Context: an optimization exercise on an open-source flow, tuned for small area and a short achievable clock period. The choices shown serve that exercise and are no tape-out recipe.
Function was checked by simulation only, so behaviour that the tests miss may differ from the original.
The clock port is modelled as an ideal driver; clocking choices that lean on that would not hold on a real chip.
Power figures rest on the tool's default switching activity, not on a simulated workload.

==> flow/design.v <==
`timescale 1ns / 1ps
module Pipelined(s0, s1, s2, s3, s4, s5, s6, s7, t0, t1, t2, t3, t4, t5, t6, t7, t8, t9, CurrentPC, Instruction, SwitchClk_10, reset);
	input SwitchClk_10, reset;
	input [31:0] Instruction;
	output [31:0] s0, s1, s2, s3, s4, s5, s6, s7, t0, t1, t2, t3, t4, t5, t6, t7, t8, t9;
	output [31:0] CurrentPC;
	wire clk = SwitchClk_10;
	reg [31:2] PC;
	reg [31:0] IFID_Instr;
	reg [31:1] IFID_RsOH, IFID_RtOH;
	reg [31:0] IDEX_A, IDEX_B, IDEX_X;
	reg [4:0]  IDEX_Dest;
	reg        IDEX_RegWrite, IDEX_MemRead, IDEX_MemWrite, IDEX_Beq, IDEX_Bne, IDEX_Jump;
	reg        IDEX_FA, IDEX_FBp, IDEX_FBn, IDEX_FX;
	reg        IDEX_SubOp, IDEX_And, IDEX_Or, IDEX_Slt, IDEX_Logic;
	reg [31:0] EXMEM_ALU, EXMEM_Data;
	reg [31:0] EXMEM_AddrOH;	 
	reg [4:0]  EXMEM_Dest;
	reg        EXMEM_RegWrite, EXMEM_MemRead, EXMEM_MemWrite, EXMEM_Taken;
	assign CurrentPC = {PC, 2'b00};
	wire taken = EXMEM_Taken;
	wire [31:0] dmem [0:31];
	wire [31:0] rf [0:31];
	assign rf[0] = 32'd0;
	genvar g;
	reg [31:0] dvalid;
	generate
		for (g = 0; g < 32; g = g + 1) begin : words
			reg [31:0] m;
			always @(posedge clk)
				if (EXMEM_MemWrite && EXMEM_AddrOH[g]) m <= EXMEM_Data;
			always @(posedge clk, posedge reset)
				if (reset) dvalid[g] <= 1'b0;
				else if (EXMEM_MemWrite && EXMEM_AddrOH[g]) dvalid[g] <= 1'b1;
			assign dmem[g] = m;
		end
	endgenerate
	reg [31:0] MemData;
	integer k;
	always @* begin
		MemData = 32'd0;
		for (k = 0; k < 32; k = k + 1)
			MemData = MemData | (dmem[k] & {32{EXMEM_AddrOH[k]}});
	end
	wire memOK = |(EXMEM_AddrOH & dvalid);
	wire [31:0] WD = EXMEM_MemRead ? (memOK ? MemData : 32'd0) : EXMEM_ALU;
	wire [31:0] rvalid;
	assign rvalid[0] = 1'b1;
	generate
		for (g = 1; g < 32; g = g + 1) begin : regs
			reg [31:0] r;
			if (g >= 8 && g <= 25) begin : vis
				always @(posedge clk, posedge reset) begin
					if (reset) r <= 0;
					else if (EXMEM_RegWrite && EXMEM_Dest == g) r <= WD;
				end
				assign rvalid[g] = 1'b1;
			end else begin : hid
				reg v;
				always @(posedge clk)
					if (EXMEM_RegWrite && EXMEM_Dest == g) r <= WD;
				always @(posedge clk, posedge reset)
					if (reset) v <= 1'b0;
					else if (EXMEM_RegWrite && EXMEM_Dest == g) v <= 1'b1;
				assign rvalid[g] = v;
			end
			assign rf[g] = r;
		end
	endgenerate
	assign t0 = rf[8];  assign t1 = rf[9];  assign t2 = rf[10]; assign t3 = rf[11];
	assign t4 = rf[12]; assign t5 = rf[13]; assign t6 = rf[14]; assign t7 = rf[15];
	assign s0 = rf[16]; assign s1 = rf[17]; assign s2 = rf[18]; assign s3 = rf[19];
	assign s4 = rf[20]; assign s5 = rf[21]; assign s6 = rf[22]; assign s7 = rf[23];
	assign t8 = rf[24]; assign t9 = rf[25];
	wire [5:0] op = IFID_Instr[31:26];
	wire [4:0] rs = IFID_Instr[25:21];
	wire [4:0] rt = IFID_Instr[20:16];
	wire [4:0] rd = IFID_Instr[15:11];
	wire [5:0] fn = IFID_Instr[5:0];
	wire [15:0] imm = IFID_Instr[15:0];
	wire isR   = op == 6'h00;
	wire isJ   = op == 6'h02;
	wire isBeq = op == 6'h04;
	wire isBne = op == 6'h05;
	wire isAndi = op == 6'h0c;
	wire isLw  = op == 6'h23;
	wire isSw  = op == 6'h2b;
	wire [4:0] dest = isR ? rd : rt;
	wire regWrite = !(isBeq || isBne || isJ || isSw) && dest != 0;
	wire useRt = isR || isBeq || isBne;
	wire stall = IDEX_MemRead && ((!isJ && rs == IDEX_Dest) || (useRt && rt == IDEX_Dest));
	wire fwdMemRs = EXMEM_RegWrite && EXMEM_Dest == rs;
	wire fwdMemRt = EXMEM_RegWrite && EXMEM_Dest == rt;
	reg [31:0] rfRs, rfRt;
	integer j;
	always @* begin
		rfRs = 32'd0;
		rfRt = 32'd0;
		for (j = 1; j < 32; j = j + 1) begin
			rfRs = rfRs | (rf[j] & {32{IFID_RsOH[j] & rvalid[j]}});
			rfRt = rfRt | (rf[j] & {32{IFID_RtOH[j] & rvalid[j]}});
		end
	end
	wire subOp = isR && fn[2:1] == 2'b01;
	wire fwdExRt = IDEX_RegWrite && IDEX_Dest == rt;
	wire [31:2] brTarget = PC + {{14{imm[15]}}, imm};
	wire [31:0] target = isJ ? {PC[23:20], IFID_Instr[25:0], 2'b00} : {brTarget, 2'b00};
	wire [31:0] immOut = isAndi ? {16'd0, imm} : {{16{imm[15]}}, imm};
	wire kill = stall || taken;
	always @(posedge clk, posedge reset) begin
		if (reset) begin
			IDEX_RegWrite <= 0; IDEX_MemRead <= 0; IDEX_MemWrite <= 0;
			IDEX_Beq <= 0; IDEX_Bne <= 0; IDEX_Jump <= 0;
		end else if (kill) begin
			IDEX_RegWrite <= 0; IDEX_MemRead <= 0; IDEX_MemWrite <= 0;
			IDEX_Beq <= 0; IDEX_Bne <= 0; IDEX_Jump <= 0;
		end else begin
			IDEX_RegWrite <= regWrite; IDEX_MemRead <= isLw; IDEX_MemWrite <= isSw;
			IDEX_Beq <= isBeq; IDEX_Bne <= isBne; IDEX_Jump <= isJ;
		end
	end
	always @(posedge clk) begin
		IDEX_A <= fwdMemRs ? WD : rfRs;
		IDEX_B <= (useRt && fwdMemRt && !subOp) ? WD :
		          (useRt && fwdMemRt && subOp) ? ~WD :
		          useRt ? (rfRt ^ {32{subOp}}) : immOut;
		IDEX_X <= (isSw && fwdMemRt) ? WD : isSw ? rfRt : target;
		IDEX_Dest <= dest;
		IDEX_FA <= IDEX_RegWrite && IDEX_Dest == rs;
		IDEX_FBp <= fwdExRt && useRt && !subOp;
		IDEX_FBn <= fwdExRt && useRt && subOp;
		IDEX_FX <= fwdExRt && isSw;
		IDEX_SubOp <= subOp;
		IDEX_Slt <= subOp && fn[3];
		IDEX_And <= isAndi || (isR && fn[2] && !fn[0]);
		IDEX_Or  <= isR && fn[2] && fn[0];
		IDEX_Logic <= isAndi || (isR && fn[2]);
	end
	wire [31:0] A = IDEX_FA ? EXMEM_ALU : IDEX_A;
	wire [31:0] B = ({32{IDEX_FBp}} & EXMEM_ALU) | ({32{IDEX_FBn}} & ~EXMEM_ALU) |
	                ({32{!(IDEX_FBp || IDEX_FBn)}} & IDEX_B);
	wire [33:0] sum2 = {1'b0, A, 1'b1} + {1'b0, B, IDEX_SubOp};
	wire [32:0] sum = sum2[33:1];
	wire [31:0] logicRes = IDEX_And ? (A & B) : (A | B);
	wire [31:0] ALU = IDEX_Logic ? logicRes :
	                  IDEX_Slt ? {31'd0, !sum[32]} : sum[31:0];
	wire eq = A == B;	 
	wire fwdC = IDEX_MemWrite && EXMEM_MemRead && EXMEM_RegWrite && EXMEM_Dest == IDEX_Dest;
	wire [31:0] data = fwdC ? WD : IDEX_FX ? EXMEM_ALU : IDEX_X;
	wire [4:0] addr = sum[6:2];	 
	always @(posedge clk, posedge reset) begin
		if (reset) begin
			EXMEM_RegWrite <= 0; EXMEM_MemRead <= 0; EXMEM_MemWrite <= 0; EXMEM_Taken <= 0;
		end else if (taken) begin
			EXMEM_RegWrite <= 0; EXMEM_MemRead <= 0; EXMEM_MemWrite <= 0; EXMEM_Taken <= 0;
		end else begin
			EXMEM_RegWrite <= IDEX_RegWrite; EXMEM_MemRead <= IDEX_MemRead; EXMEM_MemWrite <= IDEX_MemWrite;
			EXMEM_Taken <= IDEX_Jump || (IDEX_Beq && eq) || (IDEX_Bne && !eq);
		end
	end
	always @(posedge clk) begin
		EXMEM_ALU <= ALU;
		EXMEM_AddrOH <= 32'd1 << addr;
		EXMEM_Data <= data;
		EXMEM_Dest <= IDEX_Dest;
	end
	function [31:1] onehot(input [4:0] r);
		integer i;
		for (i = 1; i < 32; i = i + 1)
			onehot[i] = r == i;
	endfunction
	always @(posedge clk, posedge reset) begin
		if (reset) begin
			PC <= 0;
			IFID_Instr <= 0;
			IFID_RsOH <= 0;
			IFID_RtOH <= 0;
		end else if (taken) begin
			PC <= EXMEM_Data[31:2];
			IFID_Instr <= 0;
			IFID_RsOH <= 0;
			IFID_RtOH <= 0;
		end else if (!stall) begin
			PC <= PC + 1'b1;
			IFID_Instr <= Instruction;
			IFID_RsOH <= onehot(Instruction[25:21]);
			IFID_RtOH <= onehot(Instruction[20:16]);
		end
	end
endmodule
==> flow/run.sh <==
#!/bin/bash
# synth_recipe.tcl (not shown) runs the flow's synth.tcl, then flattens the netlist and writes it again
# the make line also repeats each setting of config.mk as NAME=value (left out here)
make -C /OpenROAD-flow-scripts/flow DESIGN_CONFIG=/design/flow/config.mk WORK_HOME=/design/flow/orfs CLKGATE_MAP_FILE= SYNTH_SCRIPT=/design/flow/synth_recipe.tcl finish
==> flow/config.mk <==
export PLATFORM = sky130hd
export DESIGN_NAME = Pipelined
export DESIGN_NICKNAME = Pipelined
export VERILOG_FILES = /design/flow/design.v
export SDC_FILE = /design/flow/constraint.sdc
export NUM_CORES = 4
export LEC_CHECK = 0
export CAP_MARGIN = 20
export CORE_MARGIN = 2
export CORE_UTILIZATION = 42
export CTS_CLUSTER_DIAMETER = 100
export CTS_CLUSTER_SIZE = 24
export PLACE_DENSITY = 0.52
export SETUP_SLACK_MARGIN = 5
export SLEW_MARGIN = 20
==> flow/constraint.sdc <==
create_clock -name core_clock -period 9.0 [get_ports {SwitchClk_10}]
set_input_delay 1.8000 -clock core_clock [delete_from_list [all_inputs] [get_ports {SwitchClk_10}]]
set_output_delay 1.8000 -clock core_clock [all_outputs]
set_load 0.01 [all_outputs]
==> summary.log, run 1 <==
qor: synthesis.post_synth_most_frequent_cells 1440 x sky130_fd_sc_hd__edfxtp_1, 847 x sky130_fd_sc_hd__a22oi_1, 764 x sky130_fd_sc_hd__nand2_1
qor: global_routing.antenna_violations_before_repair 30
qor: global_routing.first_global_vias 76200
qor: floorplan.core.rowCount 179
qor: global_routing.grt_start_max_net_pins 164
qor: worst_setup_path.cpLargestDelayFamily flip-flops
qor: worst_setup_path.critical_path_class flip-flop to output pin
qor: timing.final_max_tran_viols 0
qor: floorplan.core_region_area 237000 µm²
qor: clock_tree.worstSkewPairLatency 860 ps
qor: synthesis.ys_async_sr_fraction 0.314
qor: floorplan.dieArea 242000 µm²
qor: worst_hold_path.hold_path_class flip-flop to flip-flop
qor: detailed_routing.vias 81000
qor: clock_tree.clkSinkCount 2405
qor: floorplan.floorplan.initialDensity 0.422
qor: clock_tree.clockBufferDepth 3
qor: clock_tree.cts_hold_repair.buffers 0
qor: timing.hold_violations 0
qor: finish.area.growth.synth_to_final 14.2%
qor: synthesis.ys_ff_latch 2405
qor: floorplan.die_width 492 µm
qor: global_routing.grt_first_pass_wirelength 675 mm
qor: finish.layout_top_registers words.m x1024, regs.r x992
qor: finish.fillers 21000
qor: timing.max_freq 247 MHz
qor: timing.portion_of_the_clock_cycle_consumed_by_the_worst_path_in_the_final_layout 0.450
qor: timing.fin_worst_skew 47.0 ps
qor: synthesis.postSynth.topFlopCell sky130_fd_sc_hd__edfxtp_1
qor: power.vdd_drop_max 0.179 mV
qor: detailed_routing.postRouteAntennaNets 0
qor: floorplan.die_y 492 µm
qor: synthesis.synth_enable_flop_cells 1440
qor: timing.finalCriticalPeriod 4050 ps
qor: clock_tree.cts_tree yes
qor: synthesis.most_numerous_cell_in_the_yosys_netlist sky130_fd_sc_hd__edfxtp_1
qor: placement.post-place-cells 11300
qor: clock_tree.clk_transition_reported_paths 100 ps
qor: synthesis.number_of_standard_cells_after_synthesis 7971
qor: run_status.status finished clean
qor: worst_setup_path.critPathMaxFanout 4
qor: worst_setup_path.cp-end-kind output pin
qor: detailed_routing.firstDrtPassIters 10
qor: detailed_routing.initial_drc_count 14600
qor: detailed_routing.route.detailed.wl_per_inst 43.7 µm
qor: worst_setup_path.worst_path_max_delay_cell sky130_fd_sc_hd__dfrtp_1
qor: synthesis.post_synth.cell_area_avg 12.5 µm²
qor: clock_tree.htreeDepth 3
qor: finish.nNetsFinal 8429
qor: placement.buffer_ports.inserted 639
qor: placement.dp_worst_setup_slack 4250 ps
qor: finish.layout-drive-gt1-share 0.0854
qor: global_routing.grt.total_usage 0.406
qor: finish.number_of_flip_flops_under_the_largest_register_name 1024
qor: synthesis.syn_area 100000 µm²
qor: global_routing.overflow_after_grt 0
qor: placement.gpl.final_weighted_congestion 0.962
qor: detailed_routing.drc 0
qor: timing.slew_hr 0.143
qor: power.leakagePower 40.6 nW
qor: worst_setup_path.worst_ep_required_time 7200 ps
qor: worst_hold_path.worst_hold_depth 0
qor: worst_setup_path.worst-path-stages 1
qor: synthesis.synth_cell_type_count 69
qor: power.p_per_cell_area 324 nW/µm²
qor: synthesis.yosys-top-cells-area sky130_fd_sc_hd__edfxtp_1 43%, sky130_fd_sc_hd__dfrtp_1 19%, sky130_fd_sc_hd__a22oi_1 6.4%
qor: worst_setup_path.regToRegSetupSlack 5060 ps
qor: synthesis.seq_area_frac_synth 0.664
qor: timing.max_slew.worst_pin.slew 1280 ps
qor: detailed_routing.detail_route.vias_per_cell 7.00
qor: placement.detailed_place_hpwl 310 mm
qor: worst_setup_path.slowest_delay 740 ps
qor: timing.finalSetupTns 0 ps
qor: synthesis.ys_warn_count 1
qor: finish.register_area 66500 µm²
qor: synthesis.synthDominantAreaCellType sky130_fd_sc_hd__edfxtp_1
qor: worst_setup_path.reg2reg_depth 10
qor: finish.footprint_of_the_multi_input_gates 31200 µm²
qor: floorplan.io_pins 642
qor: finish.largest-register words.m
qor: timing.grt_setup_unrepaired yes
qor: timing.timing.final.setup_violations 0
qor: worst_setup_path.worst_setup_path_start_kind flip-flop
qor: timing.hold_slack 422 ps
qor: detailed_routing.wirelength 506 mm
qor: worst_setup_path.worstPathBufferInverterCount 1
qor: finish.final_cell_count_no_fill 11600
qor: synthesis.synth_top_cell_area_share 0.433
qor: worst_setup_path.cp_cell_sequence clkdlybuf4s50_1
qor: clock_tree.tritoncts.num_buffers 119
qor: clock_tree.root_buffer sky130_fd_sc_hd__clkbuf_16
qor: timing.post-route-worst-setup-slack 4950 ps
qor: worst_setup_path.arrival_time_of_data_at_the_critical_path_endpoint 2250 ps
qor: job.timing.max_cap.violations 0
[power by group]
part / switching [W] / internal (W)
logic: 0.00722 / 0.00457
clock network: 0.00383 / 0.00273
registers: 0.00420 / 0.0144
total: 0.0153 / 0.0217
[area by class of cell]
type | count | area share
Multi-Input combinational cell | 4785 | 0.274
Clock buffer | 177 | 0.0287
Sequential cell | 2405 | 0.583
Clock inverter | 33 | 0.00373
Inverter | 121 | 0.00405
Timing Repair Buffer | 867 | 0.0722
Tap cell | 3167 | 0.0347
Antenna cell | 17 | 0.000373
[final timing paths]
| kind | from | endpoint |
|---|---|---|
| max | regs[17].r[18]$_DFFE_PP0P_ | s1[18] |
| min | IDEX_Dest[4]$_DFF_P_ | EXMEM_Dest[4]$_DFF_P_ |
| max in group asynchronous | reset | regs[10].r[30]$_DFFE_PP0P_ |
| max reg2reg | EXMEM_AddrOH[25]$_SDFF_PP0_ | IDEX_A[1]$_DFF_P_ |
| min in group asynchronous | reset | dvalid[13]$_DFFE_PP0P_ |
| min reg2reg | IDEX_Dest[4]$_DFF_P_ | EXMEM_Dest[4]$_DFF_P_ |
[logic make-up after synthesis]
family | count (synthesis) | synth area share
adders and majority gates | 96 | 0.0122
and+or+nand+nor | 1720 | 0.0809
AOI/OAI and AO/OA | 2793 | 0.197
xor gates and xnor gates | 131 | 0.0126
buffers and inverters | 783 | 0.0299
other | 1 | 0.0000375
DFF | 2405 | 0.664
muxes | 42 | 0.00427
[metrics by stage]
| step | power (W) | instance area (µm²) | utilization |
|---|---|---|---|
| 2_1_floorplan | 0.0216 | 100000 | - |
| 3_3_place_gp | 0.0299 | 110000 | 0.464 |
| 3_5_place_dp | 0.0301 | 110000 | 0.464 |
| 4_1_cts | 0.0364 | 114000 | 0.480 |
| 5_1_grt | 0.0379 | 114000 | 0.481 |
| 6_report | 0.0370 | 114000 | 0.481 |
[timing repair]
item,CTS,global route
setup buffers,6,1
setup endpoints to repair,61,21
resized for setup,42,20
pin swaps,2,2
gates cloned,1,0
hold endpoints to repair,0,0
[placed cells by master, fill, tap and decap left out, types with 54 or more instances in the layout]
master,instances
sky130_fd_sc_hd__nand3_1,77
sky130_fd_sc_hd__clkbuf_16,122
sky130_fd_sc_hd__dfxtp_1,160
sky130_fd_sc_hd__nor2b_1,59
sky130_fd_sc_hd__a222oi_1,64
sky130_fd_sc_hd__a22oi_1,847
sky130_fd_sc_hd__dfrtp_2,60
sky130_fd_sc_hd__a21oi_1,206
sky130_fd_sc_hd__inv_1,118
sky130_fd_sc_hd__clkdlybuf4s50_1,623
sky130_fd_sc_hd__a211oi_1,54
sky130_fd_sc_hd__nor2_1,260
sky130_fd_sc_hd__xnor2_1,77
sky130_fd_sc_hd__nand2_1,750
sky130_fd_sc_hd__o21ai_0,747
sky130_fd_sc_hd__dfrtp_1,694
sky130_fd_sc_hd__a221oi_1,300
sky130_fd_sc_hd__nand4_1,263
sky130_fd_sc_hd__buf_4,214
sky130_fd_sc_hd__edfxtp_1,1440
sky130_fd_sc_hd__a22o_1,367
sky130_fd_sc_hd__ha_1,93
[routing by layer]
metal	part of all wire	track usage	vias to the layer above
met1	0.36	0.511	41400
met5	0.00030	0	-
met3	0.12	0.116	1620
met2	0.45	0.634	6501
met4	0.071	0.220	22
li1	-	-	31500
==> run 2: changes to the inputs <==
--- a/flow/design.v
+++ b/flow/design.v
@@ -8,5 +8,4 @@
 	reg [31:2] PC;
 	reg [31:0] IFID_Instr;
-	reg [31:1] IFID_RsOH, IFID_RtOH;
 	reg [31:0] IDEX_A, IDEX_B, IDEX_X;
 	reg [4:0]  IDEX_Dest;
@@ -15,5 +14,4 @@
 	reg        IDEX_SubOp, IDEX_And, IDEX_Or, IDEX_Slt, IDEX_Logic;
 	reg [31:0] EXMEM_ALU, EXMEM_Data;
-	reg [31:0] EXMEM_AddrOH;	 
 	reg [4:0]  EXMEM_Dest;
 	reg        EXMEM_RegWrite, EXMEM_MemRead, EXMEM_MemWrite, EXMEM_Taken;
@@ -29,20 +27,13 @@
 			reg [31:0] m;
 			always @(posedge clk)
-				if (EXMEM_MemWrite && EXMEM_AddrOH[g]) m <= EXMEM_Data;
+				if (EXMEM_MemWrite && EXMEM_ALU[6:2] == g) m <= EXMEM_Data;
 			always @(posedge clk, posedge reset)
 				if (reset) dvalid[g] <= 1'b0;
-				else if (EXMEM_MemWrite && EXMEM_AddrOH[g]) dvalid[g] <= 1'b1;
+				else if (EXMEM_MemWrite && EXMEM_ALU[6:2] == g) dvalid[g] <= 1'b1;
 			assign dmem[g] = m;
 		end
 	endgenerate
-	reg [31:0] MemData;
-	integer k;
-	always @* begin
-		MemData = 32'd0;
-		for (k = 0; k < 32; k = k + 1)
-			MemData = MemData | (dmem[k] & {32{EXMEM_AddrOH[k]}});
-	end
-	wire memOK = |(EXMEM_AddrOH & dvalid);
-	wire [31:0] WD = EXMEM_MemRead ? (memOK ? MemData : 32'd0) : EXMEM_ALU;
+	wire [31:0] MemData = dvalid[EXMEM_ALU[6:2]] ? dmem[EXMEM_ALU[6:2]] : 32'd0;
+	wire [31:0] WD = EXMEM_MemRead ? MemData : EXMEM_ALU;
 	wire [31:0] rvalid;
 	assign rvalid[0] = 1'b1;
@@ -92,19 +83,12 @@
 	wire fwdMemRs = EXMEM_RegWrite && EXMEM_Dest == rs;
 	wire fwdMemRt = EXMEM_RegWrite && EXMEM_Dest == rt;
-	reg [31:0] rfRs, rfRt;
-	integer j;
-	always @* begin
-		rfRs = 32'd0;
-		rfRt = 32'd0;
-		for (j = 1; j < 32; j = j + 1) begin
-			rfRs = rfRs | (rf[j] & {32{IFID_RsOH[j] & rvalid[j]}});
-			rfRt = rfRt | (rf[j] & {32{IFID_RtOH[j] & rvalid[j]}});
-		end
-	end
+	wire [31:0] RD1 = fwdMemRs ? WD : rvalid[rs] ? rf[rs] : 32'd0;
+	wire [31:0] RD2 = fwdMemRt ? WD : rvalid[rt] ? rf[rt] : 32'd0;
 	wire subOp = isR && fn[2:1] == 2'b01;
 	wire fwdExRt = IDEX_RegWrite && IDEX_Dest == rt;
 	wire [31:2] brTarget = PC + {{14{imm[15]}}, imm};
-	wire [31:0] target = isJ ? {PC[23:20], IFID_Instr[25:0], 2'b00} : {brTarget, 2'b00};
-	wire [31:0] immOut = isAndi ? {16'd0, imm} : {{16{imm[15]}}, imm};
+	wire [31:0] immOut = isJ ? {PC[23:20], IFID_Instr[25:0], 2'b00} :
+	                     (isBeq || isBne) ? {brTarget, 2'b00} :
+	                     isAndi ? {16'd0, imm} : {{16{imm[15]}}, imm};
 	wire kill = stall || taken;
 	always @(posedge clk, posedge reset) begin
@@ -121,9 +105,7 @@
 	end
 	always @(posedge clk) begin
-		IDEX_A <= fwdMemRs ? WD : rfRs;
-		IDEX_B <= (useRt && fwdMemRt && !subOp) ? WD :
-		          (useRt && fwdMemRt && subOp) ? ~WD :
-		          useRt ? (rfRt ^ {32{subOp}}) : immOut;
-		IDEX_X <= (isSw && fwdMemRt) ? WD : isSw ? rfRt : target;
+		IDEX_A <= RD1;
+		IDEX_B <= useRt ? (RD2 ^ {32{subOp}}) : immOut;
+		IDEX_X <= isSw ? RD2 : immOut;
 		IDEX_Dest <= dest;
 		IDEX_FA <= IDEX_RegWrite && IDEX_Dest == rs;
@@ -148,5 +130,4 @@
 	wire fwdC = IDEX_MemWrite && EXMEM_MemRead && EXMEM_RegWrite && EXMEM_Dest == IDEX_Dest;
 	wire [31:0] data = fwdC ? WD : IDEX_FX ? EXMEM_ALU : IDEX_X;
-	wire [4:0] addr = sum[6:2];	 
 	always @(posedge clk, posedge reset) begin
 		if (reset) begin
@@ -161,29 +142,17 @@
 	always @(posedge clk) begin
 		EXMEM_ALU <= ALU;
-		EXMEM_AddrOH <= 32'd1 << addr;
 		EXMEM_Data <= data;
 		EXMEM_Dest <= IDEX_Dest;
 	end
-	function [31:1] onehot(input [4:0] r);
-		integer i;
-		for (i = 1; i < 32; i = i + 1)
-			onehot[i] = r == i;
-	endfunction
 	always @(posedge clk, posedge reset) begin
 		if (reset) begin
 			PC <= 0;
 			IFID_Instr <= 0;
-			IFID_RsOH <= 0;
-			IFID_RtOH <= 0;
 		end else if (taken) begin
 			PC <= EXMEM_Data[31:2];
 			IFID_Instr <= 0;
-			IFID_RsOH <= 0;
-			IFID_RtOH <= 0;
 		end else if (!stall) begin
 			PC <= PC + 1'b1;
 			IFID_Instr <= Instruction;
-			IFID_RsOH <= onehot(Instruction[25:21]);
-			IFID_RtOH <= onehot(Instruction[20:16]);
 		end
 	end
==> flow/flow/run.sh (new file) <==
#!/bin/bash
# Own layout flow: the standard ORFS flow (standard.sh, unchanged synthesis
# and SDC), run in two parts with a few optimisation knobs set through the
# environment:
#  - ports are buffered with a plain buf_2 instead of the delay buffer OpenROAD
#    picks by default (every port still gets its own buffer)
set -euo pipefail
export BUFFER_PORTS_ARGS="-buffer_cell sky130_fd_sc_hd__buf_2"

export SETUP_SLACK_MARGIN=5.65
bash standard.sh cts > flow_to_cts.log 2>&1
ws=$(sed -n 's/^worst slack max \([-0-9.]*\).*/\1/p' orfs/reports/*/Pipelined/base/4_cts_final.rpt | tail -1)
m=$(awk -v w="${ws:-0}" 'BEGIN { m = w - 0.02; if (m > 5.65) m = 5.65; if (m < 0) m = 0; printf "%.2f", m }')
echo "worst slack after CTS: ${ws:-unknown}; margin from global route on: $m" > flow_margin.log
export SETUP_SLACK_MARGIN=$m
bash standard.sh finish > flow_to_finish.log 2>&1
==> flow/standard.sh (new file) <==
#!/bin/bash
# synth_recipe.tcl (not shown) runs the flow's synth.tcl, then flattens the netlist and writes it again
# the make line also repeats each setting of config.mk as NAME=value (left out here)
make -C /OpenROAD-flow-scripts/flow DESIGN_CONFIG=/design/flow/config.mk WORK_HOME=/design/flow/orfs CLKGATE_MAP_FILE= SYNTH_SCRIPT=/design/flow/synth_recipe.tcl "${@:-finish}"
--- a/flow/config.mk
+++ b/flow/config.mk
@@ -12,4 +12,3 @@
 export CTS_CLUSTER_SIZE = 24
 export PLACE_DENSITY = 0.52
-export SETUP_SLACK_MARGIN = 5
 export SLEW_MARGIN = 20
removed: flow/run.sh
==> summary.log, run 2 <==
qor: timing.max_slew.worst_pin.slew 1250 ps
qor: synthesis.ys_warn_count 1
qor: power.p_per_cell_area 307 nW/µm²
qor: global_routing.overflow_after_grt 0
qor: synthesis.syn_area 98700 µm²
qor: clock_tree.clk_transition_reported_paths 100 ps
qor: detailed_routing.firstDrtPassIters 14
qor: worst_setup_path.cp_cell_sequence or2_2 -> nor2_4 -> buf_4 -> a22o_1 -> a221oi_1 -> nand3_1 -> nor4_2 -> o22ai_1
qor: finish.fillers 20800
qor: worst_hold_path.hold_path_class flip-flop to flip-flop
qor: timing.max_freq 273 MHz
qor: placement.dp_worst_setup_slack 3870 ps
qor: worst_setup_path.worstPathBufferInverterCount 1
qor: placement.detailed_place_hpwl 309 mm
qor: global_routing.grt.total_usage 0.425
qor: finish.nNetsFinal 8899
qor: worst_hold_path.hold_path_end EXMEM_Dest[0]$_DFF_P_
qor: floorplan.io_pins 642
qor: worst_setup_path.worstReg2RegStart IFID_Instr[22]$_DFFE_PP0P_
qor: finish.layout_top_registers words.m x1024, regs.r x992
qor: floorplan.die_width 489 µm
qor: run_status.status finished clean
qor: synthesis.number_of_standard_cells_after_synthesis 8130
qor: floorplan.floorplan.initialDensity 0.423
qor: finish.final_cell_count_no_fill 12000
qor: worst_setup_path.crit-reg2reg-capture IDEX_A[26]$_DFF_P_
qor: clock_tree.cts_tree yes
qor: floorplan.dieArea 239000 µm²
qor: timing.grt_setup_unrepaired yes
qor: detailed_routing.drc 0
qor: timing.post-route-worst-setup-slack 5340 ps
qor: global_routing.grt_start_max_net_pins 151
qor: timing.portion_of_the_clock_cycle_consumed_by_the_worst_path_in_the_final_layout 0.407
qor: timing.finalCriticalPeriod 3660 ps
qor: clock_tree.clockBufferDepth 3
qor: floorplan.core.rowCount 177
qor: power.report.power.total 0.0352 W
qor: worst_setup_path.reg2reg_depth 8
qor: power.vdd_drop_max 0.229 mV
qor: worst_setup_path.critical_path_class flip-flop to flip-flop
qor: synthesis.synth_enable_flop_cells 1440
qor: worst_hold_path.worst_hold_depth 0
qor: timing.fin_worst_skew 51.6 ps
qor: worst_setup_path.slowest_delay 690 ps
qor: finish.number_of_flip_flops_under_the_largest_register_name 1024
qor: global_routing.antenna_violations_before_repair 34
qor: detailed_routing.wirelength 521 mm
qor: synthesis.post_synth.cell_area_avg 12.1 µm²
qor: synthesis.ys_async_sr_fraction 0.300
qor: detailed_routing.detail_route.vias_per_cell 7.04
qor: worst_setup_path.worst_ep_required_time 9710 ps
qor: floorplan.core_region_area 233000 µm²
qor: timing.timing.final.setup_violations 0
qor: worst_setup_path.regToRegSetupSlack 5340 ps
qor: synthesis.synth_top_cell_area_share 0.438
qor: synthesis.ys_ff_latch 2311
qor: placement.post-place-cells 11500
qor: clock_tree.clkSinkCount 2311
qor: worst_setup_path.worst_setup_path_start_kind flip-flop
qor: finish.layout-drive-gt1-share 0.237
qor: finish.final_cell_mix 1440 x sky130_fd_sc_hd__edfxtp_1, 1104 x sky130_fd_sc_hd__a22oi_1, 679 x sky130_fd_sc_hd__nand2_1
qor: detailed_routing.vias 84400
qor: finish.area.growth.synth_to_final 16.2%
qor: synthesis.post_synth_most_frequent_cells 1440 x sky130_fd_sc_hd__edfxtp_1, 1110 x sky130_fd_sc_hd__a22oi_1, 693 x sky130_fd_sc_hd__dfrtp_1
qor: clock_tree.htreeDepth 3
qor: worst_setup_path.critPathMaxFanout 24
qor: synthesis.seq_area_frac_synth 0.650
qor: worst_setup_path.cp-end-kind flip-flop
qor: finish.register_area 64500 µm²
qor: global_routing.first_global_vias 79300
qor: worst_setup_path.cpLargestDelayFamily simple AND/OR/NAND/NOR gates
qor: clock_tree.tritoncts.num_buffers 116
qor: worst_hold_path.hold_start IDEX_Dest[0]$_DFF_P_
qor: finish.layout.cells.most_common sky130_fd_sc_hd__edfxtp_1
qor: synthesis.most_numerous_cell_in_the_yosys_netlist sky130_fd_sc_hd__edfxtp_1
qor: clock_tree.root_buffer sky130_fd_sc_hd__clkbuf_16
qor: job.timing.max_cap.violations 0
qor: synthesis.yosys-top-cells-area sky130_fd_sc_hd__edfxtp_1 44%, sky130_fd_sc_hd__dfrtp_1 18%, sky130_fd_sc_hd__a22oi_1 8.4%
qor: synthesis.postSynth.topFlopCell sky130_fd_sc_hd__edfxtp_1
qor: timing.slew_hr 0.166
qor: synthesis.synth_cell_type_count 81
qor: power.leakagePower 42.2 nW
qor: timing.final_max_tran_viols 0
qor: clock_tree.worstSkewPairLatency 870 ps
qor: placement.buffer_ports.inserted 639
qor: synthesis.synthDominantAreaCellType sky130_fd_sc_hd__edfxtp_1
qor: placement.gpl.final_weighted_congestion 0.981
qor: detailed_routing.postRouteAntennaNets 0
qor: worst_setup_path.arrival_time_of_data_at_the_critical_path_endpoint 4370 ps
qor: finish.largest-register words.m
qor: detailed_routing.route.detailed.wl_per_inst 43.5 µm
qor: global_routing.grt_first_pass_wirelength 693 mm
qor: worst_setup_path.worst_path_max_delay_cell sky130_fd_sc_hd__nor4_2
qor: finish.footprint_of_the_multi_input_gates 34100 µm²
qor: timing.hold_violations 0
qor: detailed_routing.initial_drc_count 15700
qor: floorplan.die_y 489 µm
run 2: routing by layer:
metal / routed length, µm / part of all wire / global-route usage / vias to the layer above
met3: 68900 / 0.13 / 0.155 / 2155
li1: - / - / - / 32500
met4: 40300 / 0.077 / 0.254 / 22
met5: 177 / 0.00034 / 0.00490 / -
met1: 185000 / 0.35 / 0.522 / 42400
met2: 227000 / 0.44 / 0.639 / 7336
run 2: what timing repair did:
item,in CTS,in global routing
pin swaps,72,8
gates resized for setup,661,40
cloned,27,2
endpoints found under the hold margin,0,0
buffers inserted,224,7
hold buffers,0,0
endpoints found under the setup margin,1753,57
run 2: worst reg2reg max path, cell delays in order (launching register included):
cell and delay (ps):
sky130_fd_sc_hd__dfrtp_2 670, sky130_fd_sc_hd__or2_2 470, sky130_fd_sc_hd__nor2_4 210, sky130_fd_sc_hd__buf_4 430, sky130_fd_sc_hd__a22o_1 400, sky130_fd_sc_hd__a221oi_1 330, sky130_fd_sc_hd__nand3_1 160, sky130_fd_sc_hd__nor4_2 690
sky130_fd_sc_hd__o22ai_1 150
run 2: power breakdown:
group / total, W / leakage, nW / internal, W / switching, W
combinational: 0.0125 / 17.9 / 0.00418 / 0.00827
sequential: 0.0164 / 22.6 / 0.0133 / 0.00310
clock: 0.00628 / 1.71 / 0.00253 / 0.00375
run 2: worst max path at each step:
| stage | from | slack (ps) | cells past startpoint | endpoint |
|---|---|---|---|---|
| 6_report | IFID_Instr[22]$_DFFE_PP0P_ | 5340 | 8 | IDEX_A[26]$_DFF_P_ |
| 5_1_grt | IDEX_FBn$_DFF_P_ | 5340 | 16 | EXMEM_ALU[26]$_DFF_P_ |
| 4_1_cts | IDEX_FBn$_DFF_P_ | 5470 | 15 | EXMEM_ALU[29]$_DFF_P_ |
| 3_5_place_dp | EXMEM_ALU[5]$_DFF_P_ | 3870 | 9 | regs[7].r[14]$_DFFE_PP_ |
| 3_3_place_gp | EXMEM_ALU[5]$_DFF_P_ | 4000 | 9 | regs[28].r[14]$_DFFE_PP_ |
| 2_1_floorplan | reset | -2280 | 1 | EXMEM_MemRead$_DFF_PP0_ |
run 2: kinds of logic (layout without fill, tap and decap cells):
| group | count (synthesis) | in the layout | synth area share |
|---|---|---|---|
| adder cells (fa/ha/maj) | 96 | 96 | 0.0123 |
| multiplexers | 167 | 167 | 0.0187 |
| XOR/XNOR | 88 | 88 | 0.00781 |
| buffers and inverters | 756 | 1464 | 0.0294 |
| AND/OR/NAND/NOR | 1982 | 1982 | 0.0914 |
| other | 1 | 18 | 0.0000380 |
| AO/OA/AOI/OAI | 2729 | 2736 | 0.190 |
| flip-flops | 2311 | 2311 | 0.650 |
run 2: layout make-up:
type	count	area share
antenna	16	0.000349
sequential	2311	0.563
timing repair buffer	1130	0.0692
clock buffer	161	0.0273
timing repair inverter	12	0.000764
clock inverter	34	0.00334
multi-input combinational	5071	0.297
inverter	127	0.00475
tap	3132	0.0342
run 2: per-stage QoR:
stage / util / instance area (µm²) / hold WS (ps) / setup TNS, ps
5_1_grt: 0.492 / 115000 / 447 / 0
3_3_place_gp: 0.457 / 107000 / 428 / 0
4_1_cts: 0.491 / 114000 / 432 / 0
2_1_floorplan: - / 98700 / 395 / -1582860
6_report: 0.492 / 115000 / 445 / 0
3_5_place_dp: 0.457 / 107000 / 426 / 0

## re-timing with driven ports
The flow's constraints put no driver on any port. The routed layouts listed below were extracted and timed again, unchanged, in two steps. Step 1 sets driving cells, clkbuf_16 on the clock port and buf_2 on the other inputs (assumed; they add their load-dependent delay and slew). Step 2 moves the port delays by t, midway between the first and last clock arrival at a register: inputs arrive t later, outputs are due t later. That takes back most of the time a late clock gives input paths. a / b / c = ideal / step 1 / step 2; a / b = the first two.
run	shift t [ns]	setup WS [ns]	worst setup path after step 2	slew at the worst register clock pin (ns)	worst data-port slew with drivers (ns)
run 1	0.941	4.947 / 4.840 / 5.008	input, reset recovery	0.11 / 0.11	0.11
run 2	0.956	5.340 / 5.340 / 5.204	input, reset recovery	0.11 / 0.11	0.05
After both steps every run listed still meets setup and hold. For run 2, which loses most, drivers alone change the setup slack by 0.000 ns; drivers and shift together by -0.136 ns. Setup slack includes reset recovery checks.
